What follows belongs to an exercise in optimizing a design on an open flow for small area; a production flow would make more cautious choices. In this exercise RTL edits were held to simulation tests only and were not proved equivalent to the original.

==> flow/design.v <==
`default_nettype none
module adder_1(a, b, c_in, sum, c_out);
input wire a, b, c_in;
output logic sum, c_out;
assign sum = a ^ b ^ c_in;
assign c_out = (a & b) | (a & c_in) | (b & c_in);
endmodule
module half_adder(a, b, sum, c_out);
input wire a, b;
output logic sum, c_out;
assign sum = a ^ b;
assign c_out = a & b;
endmodule
module gate_xor2(a, b, y);
input wire a, b;
output logic y;
assign y = a ^ b;
endmodule
module gate_xnor2(a, b, y);
input wire a, b;
output logic y;
assign y = ~(a ^ b);
endmodule
module gate_a21o(a1, a2, b1, y);
input wire a1, a2, b1;
output logic y;
assign y = (a1 & a2) | b1;
endmodule
module gate_nor2(a, b, y);
input wire a, b;
output logic y;
assign y = ~(a | b);
endmodule
module gate_nor3(a, b, c, y);
input wire a, b, c;
output logic y;
assign y = ~(a | b | c);
endmodule
module gate_nand2(a, b, y);
input wire a, b;
output logic y;
assign y = ~(a & b);
endmodule
module gate_o21ai(a1, a2, b1, y);
input wire a1, a2, b1;
output logic y;
assign y = ~((a1 | a2) & b1);
endmodule
module gate_a22oi(a1, a2, b1, b2, y);
input wire a1, a2, b1, b2;
output logic y;
assign y = ~((a1 & a2) | (b1 & b2));
endmodule
`default_nettype wire
`default_nettype none
module conway_cell(ld, n_st, hd, state_0, state_q, n0, kk, w0, w1, state_d);
parameter bit has_w1 = 1'b1;
input wire ld, n_st, hd, state_0, state_q;
input wire n0, kk, w0, w1;
output logic state_d;
logic same;          
logic one_st;        
logic n_step;        
logic n_hold_load;   
gate_xnor2 g1 (.a(kk), .b(w0), .y(same));
if (has_w1) begin : g_w1
  gate_nor3 g2 (.a(same), .b(w1), .c(n_st), .y(one_st));
end else begin : g_no_w1
  gate_nor2 g2 (.a(same), .b(n_st), .y(one_st));
end
gate_o21ai g3 (.a1(n0), .a2(state_q), .b1(one_st), .y(n_step));
gate_a22oi g4 (.a1(hd), .a2(state_q), .b1(ld), .b2(state_0), .y(n_hold_load));
gate_nand2 g5 (.a(n_step), .b(n_hold_load), .y(state_d));
endmodule
`default_nettype wire
`default_nettype none
module main(clk, rst, ena, state_0, cells);
parameter N = 16;
input wire clk;
input wire rst;
input wire ena;
input wire [N*N-1:0] state_0;
output logic [N*N-1:0] cells;
logic [N*N-1:0] p0, p1, t0, t1;
logic [N*N-1:0] n0, kk, w0, w1;
logic [N*N-1:0] nxt;
logic ld, n_st, hd;
assign ld = rst;
assign n_st = rst | ~ena;
assign hd = ~rst & ~ena;
genvar x, y;
generate
  for (y = 0; y < N; y = y + 1) begin : g_row
    for (x = 0; x < N; x = x + 1) begin : g_col
      localparam int I = N*y + x;
      if (y == 0) begin : g_top
        assign p0[I] = cells[I+N];
        assign p1[I] = 1'b0;
        half_adder vt (.a(cells[I+N]), .b(cells[I]), .sum(t0[I]), .c_out(t1[I]));
      end else if (y == N-1) begin : g_bot
        assign p0[I] = cells[I-N];
        assign p1[I] = 1'b0;
        half_adder vt (.a(cells[I-N]), .b(cells[I]), .sum(t0[I]), .c_out(t1[I]));
      end else begin : g_mid
        half_adder vp (.a(cells[I-N]), .b(cells[I+N]), .sum(p0[I]), .c_out(p1[I]));
        gate_xor2 vt0 (.a(p0[I]), .b(cells[I]), .y(t0[I]));
        gate_a21o vt1 (.a1(p0[I]), .a2(cells[I]), .b1(p1[I]), .y(t1[I]));
      end
      if (x == 0) begin : g_left
        half_adder h0 (.a(t0[I+1]), .b(p0[I]), .sum(n0[I]), .c_out(kk[I]));
        if (y == 0 || y == N-1) begin : g_corner
          assign w0[I] = t1[I+1];
          assign w1[I] = 1'b0;
        end else begin : g_edge
          half_adder h1 (.a(t1[I+1]), .b(p1[I]), .sum(w0[I]), .c_out(w1[I]));
        end
      end else if (x == N-1) begin : g_right
        half_adder h0 (.a(t0[I-1]), .b(p0[I]), .sum(n0[I]), .c_out(kk[I]));
        if (y == 0 || y == N-1) begin : g_corner
          assign w0[I] = t1[I-1];
          assign w1[I] = 1'b0;
        end else begin : g_edge
          half_adder h1 (.a(t1[I-1]), .b(p1[I]), .sum(w0[I]), .c_out(w1[I]));
        end
      end else begin : g_inner
        adder_1 h0 (.a(t0[I-1]), .b(p0[I]), .c_in(t0[I+1]), .sum(n0[I]), .c_out(kk[I]));
        if (y == 0 || y == N-1) begin : g_edge
          half_adder h1 (.a(t1[I-1]), .b(t1[I+1]), .sum(w0[I]), .c_out(w1[I]));
        end else begin : g_mid
          adder_1 h1 (.a(t1[I-1]), .b(p1[I]), .c_in(t1[I+1]), .sum(w0[I]), .c_out(w1[I]));
        end
      end
      conway_cell #(.has_w1((x > 0 && x < N-1) || (y > 0 && y < N-1)))
        rule (.ld(ld), .n_st(n_st), .hd(hd), .state_0(state_0[I]), .state_q(cells[I]),
              .n0(n0[I]), .kk(kk[I]), .w0(w0[I]), .w1(w1[I]), .state_d(nxt[I]));
    end
  end
endgenerate
always_ff @(posedge clk)
  cells <= nxt;
endmodule
`default_nettype wire
clock: 5.0 ns
lec_check: 0
cap_margin: 20
core_margin: 2
core_utilization: 45
place_density: 0.6
slew_margin: 20
synth_hierarchical: 1
standard.sh (not shown) runs the stock make flow with config.mk's settings and CLKGATE_MAP_FILE= SYNTH_SCRIPT=/design/flow/synth_recipe.tcl, a recipe that flattens the netlist after the stock synthesis.
==> flow/flow/run.sh <==
#!/bin/bash
# Own flow: the standard layout, with three changes:
#  - after synthesis, every combinational cell gets its smallest drive strength
#    (flow/downsize.tcl); the resizer repairs slew, capacitance and timing later;
#  - the port buffers are sky130_fd_sc_hd__buf_1;
#  - clock tree synthesis without dummy loads.
set -euo pipefail
here=$(pwd)
bash standard.sh \
  "POST_SYNTH_TCL=$here/flow/downsize.tcl" \
  "BUFFER_PORTS_ARGS=-buffer_cell sky130_fd_sc_hd__buf_1" \
  "CTS_ARGS=-sink_clustering_enable -repair_clock_nets -dont_use_dummy_load -buf_list sky130_fd_sc_hd__clkbuf_4 -sink_clustering_size 8 -sink_clustering_max_diameter 40" \
  finish > "$here/standard_flow.log" 2>&1
==> flow/flow/downsize.tcl <==
# Post-synthesis hook: give every combinational cell the smallest drive
# strength of its function (the resizer repairs slew and timing later).
# Sequential cells keep the cell the standard synthesis gave them.
set db [ord::get_db]
set block [ord::get_db_block]
set n 0
foreach inst [$block getInsts] {
  set m [$inst getMaster]
  set name [$m getName]
  if { ![regexp {^(sky130_fd_sc_hd__[a-z0-9]+)_([0-9]+)$} $name -> base drive] } { continue }
  if { [regexp {^sky130_fd_sc_hd__(df|edf|sdf|sedf|dl|clkbuf|conb|tap|fill|decap)} $base] } { continue }
  set best $m
  set best_area [expr { [$m getWidth] * [$m getHeight] }]
  foreach d {0 1 2} {
    set cand [$db findMaster "${base}_$d"]
    if { $cand eq "NULL" || $cand eq "" } { continue }
    set a [expr { [$cand getWidth] * [$cand getHeight] }]
    if { $a < $best_area } { set best $cand; set best_area $a }
  }
  if { $best ne $m } {
    $inst swapMaster $best
    incr n
  }
}
puts "downsize: $n cells given a smaller drive strength"
Next try:
--- a/flow/design.v
+++ b/flow/design.v
@@ -13,41 +13,36 @@
 endmodule
 module gate_xor2(a, b, y);
 input wire a, b;
 output logic y;
 assign y = a ^ b;
 endmodule
-module gate_xnor2(a, b, y);
-input wire a, b;
-output logic y;
-assign y = ~(a ^ b);
-endmodule
 module gate_a21o(a1, a2, b1, y);
 input wire a1, a2, b1;
 output logic y;
 assign y = (a1 & a2) | b1;
 endmodule
-module gate_nor2(a, b, y);
-input wire a, b;
+module gate_a21oi(a1, a2, b1, y);
+input wire a1, a2, b1;
 output logic y;
-assign y = ~(a | b);
+assign y = ~((a1 & a2) | b1);
 endmodule
-module gate_nor3(a, b, c, y);
-input wire a, b, c;
+module gate_a211oi(a1, a2, b1, c1, y);
+input wire a1, a2, b1, c1;
 output logic y;
-assign y = ~(a | b | c);
+assign y = ~((a1 & a2) | b1 | c1);
+endmodule
+module gate_o221ai(a1, a2, b1, b2, c1, y);
+input wire a1, a2, b1, b2, c1;
+output logic y;
+assign y = ~((a1 | a2) & (b1 | b2) & c1);
 endmodule
 module gate_nand2(a, b, y);
 input wire a, b;
 output logic y;
 assign y = ~(a & b);
-endmodule
-module gate_o21ai(a1, a2, b1, y);
-input wire a1, a2, b1;
-output logic y;
-assign y = ~((a1 | a2) & b1);
 endmodule
 module gate_a22oi(a1, a2, b1, b2, y);
 input wire a1, a2, b1, b2;
 output logic y;
 assign y = ~((a1 & a2) | (b1 & b2));
 endmodule
@@ -55,25 +50,23 @@
 `default_nettype none
 module conway_cell(ld, n_st, hd, state_0, state_q, n0, kk, w0, w1, state_d);
 parameter bit has_w1 = 1'b1;
 input wire ld, n_st, hd, state_0, state_q;
 input wire n0, kk, w0, w1;
 output logic state_d;
-logic same;          
-logic one_st;        
+logic not_two_st;    
 logic n_step;        
 logic n_hold_load;   
-gate_xnor2 g1 (.a(kk), .b(w0), .y(same));
 if (has_w1) begin : g_w1
-  gate_nor3 g2 (.a(same), .b(w1), .c(n_st), .y(one_st));
+  gate_a211oi g1 (.a1(kk), .a2(w0), .b1(w1), .c1(n_st), .y(not_two_st));
 end else begin : g_no_w1
-  gate_nor2 g2 (.a(same), .b(n_st), .y(one_st));
+  gate_a21oi g1 (.a1(kk), .a2(w0), .b1(n_st), .y(not_two_st));
 end
-gate_o21ai g3 (.a1(n0), .a2(state_q), .b1(one_st), .y(n_step));
-gate_a22oi g4 (.a1(hd), .a2(state_q), .b1(ld), .b2(state_0), .y(n_hold_load));
-gate_nand2 g5 (.a(n_step), .b(n_hold_load), .y(state_d));
+gate_o221ai g2 (.a1(kk), .a2(w0), .b1(n0), .b2(state_q), .c1(not_two_st), .y(n_step));
+gate_a22oi g3 (.a1(hd), .a2(state_q), .b1(ld), .b2(state_0), .y(n_hold_load));
+gate_nand2 g4 (.a(n_step), .b(n_hold_load), .y(state_d));
 endmodule
 `default_nettype wire
 `default_nettype none
 module main(clk, rst, ena, state_0, cells);
 parameter N = 16;
 input wire clk;
Outcome:
- The changed run ran to the end with no violations
- clock-buffer cell count went up by 2
- flip-flop and latch count stays the same
- synthesized area is lower by 2.2%
- routed wire length rises by 2.8%
- global-route usage increases by 1.2 points
- setup slack degrades by 0.026 ns
- register-to-register slack is better by 0.02 ns
- utilization increases by 0.22 points
- non-clock buffer count came out lower by 1
- design area falls by 1.9%
- die area falls by 2.2%
- first-iteration DRC count rose by 28%

what the ideal ports hide:
The results above use ideal ports. As a check the final layouts listed here were re-extracted and re-timed, cells and wires unchanged.
Step 1: set_driving_cell puts a clkbuf_16 on clk and a buf_2 on each other input, an assumption about the parent block.
Step 2 moves the port delays by t, midway between the first and last clock arrival at a register: inputs arrive t later, outputs are due t later. That takes back most of the time a late clock gives input paths.
Three values: ideal ports, drivers, drivers and shift; two values: the first two.
run | t (ns) | slack for setup (ns) | worst data-port slew with drivers (ns)
the first run | 0.825 | 2.420 / 2.363 / 1.878 | 0.12
the second run | 0.850 | 2.394 / 2.335 / 1.875 | 0.12
After both steps setup and hold are still met in every run listed. The setup slack of the first run, which loses most, moves by -0.057 ns with the drivers and by -0.542 ns with both steps.
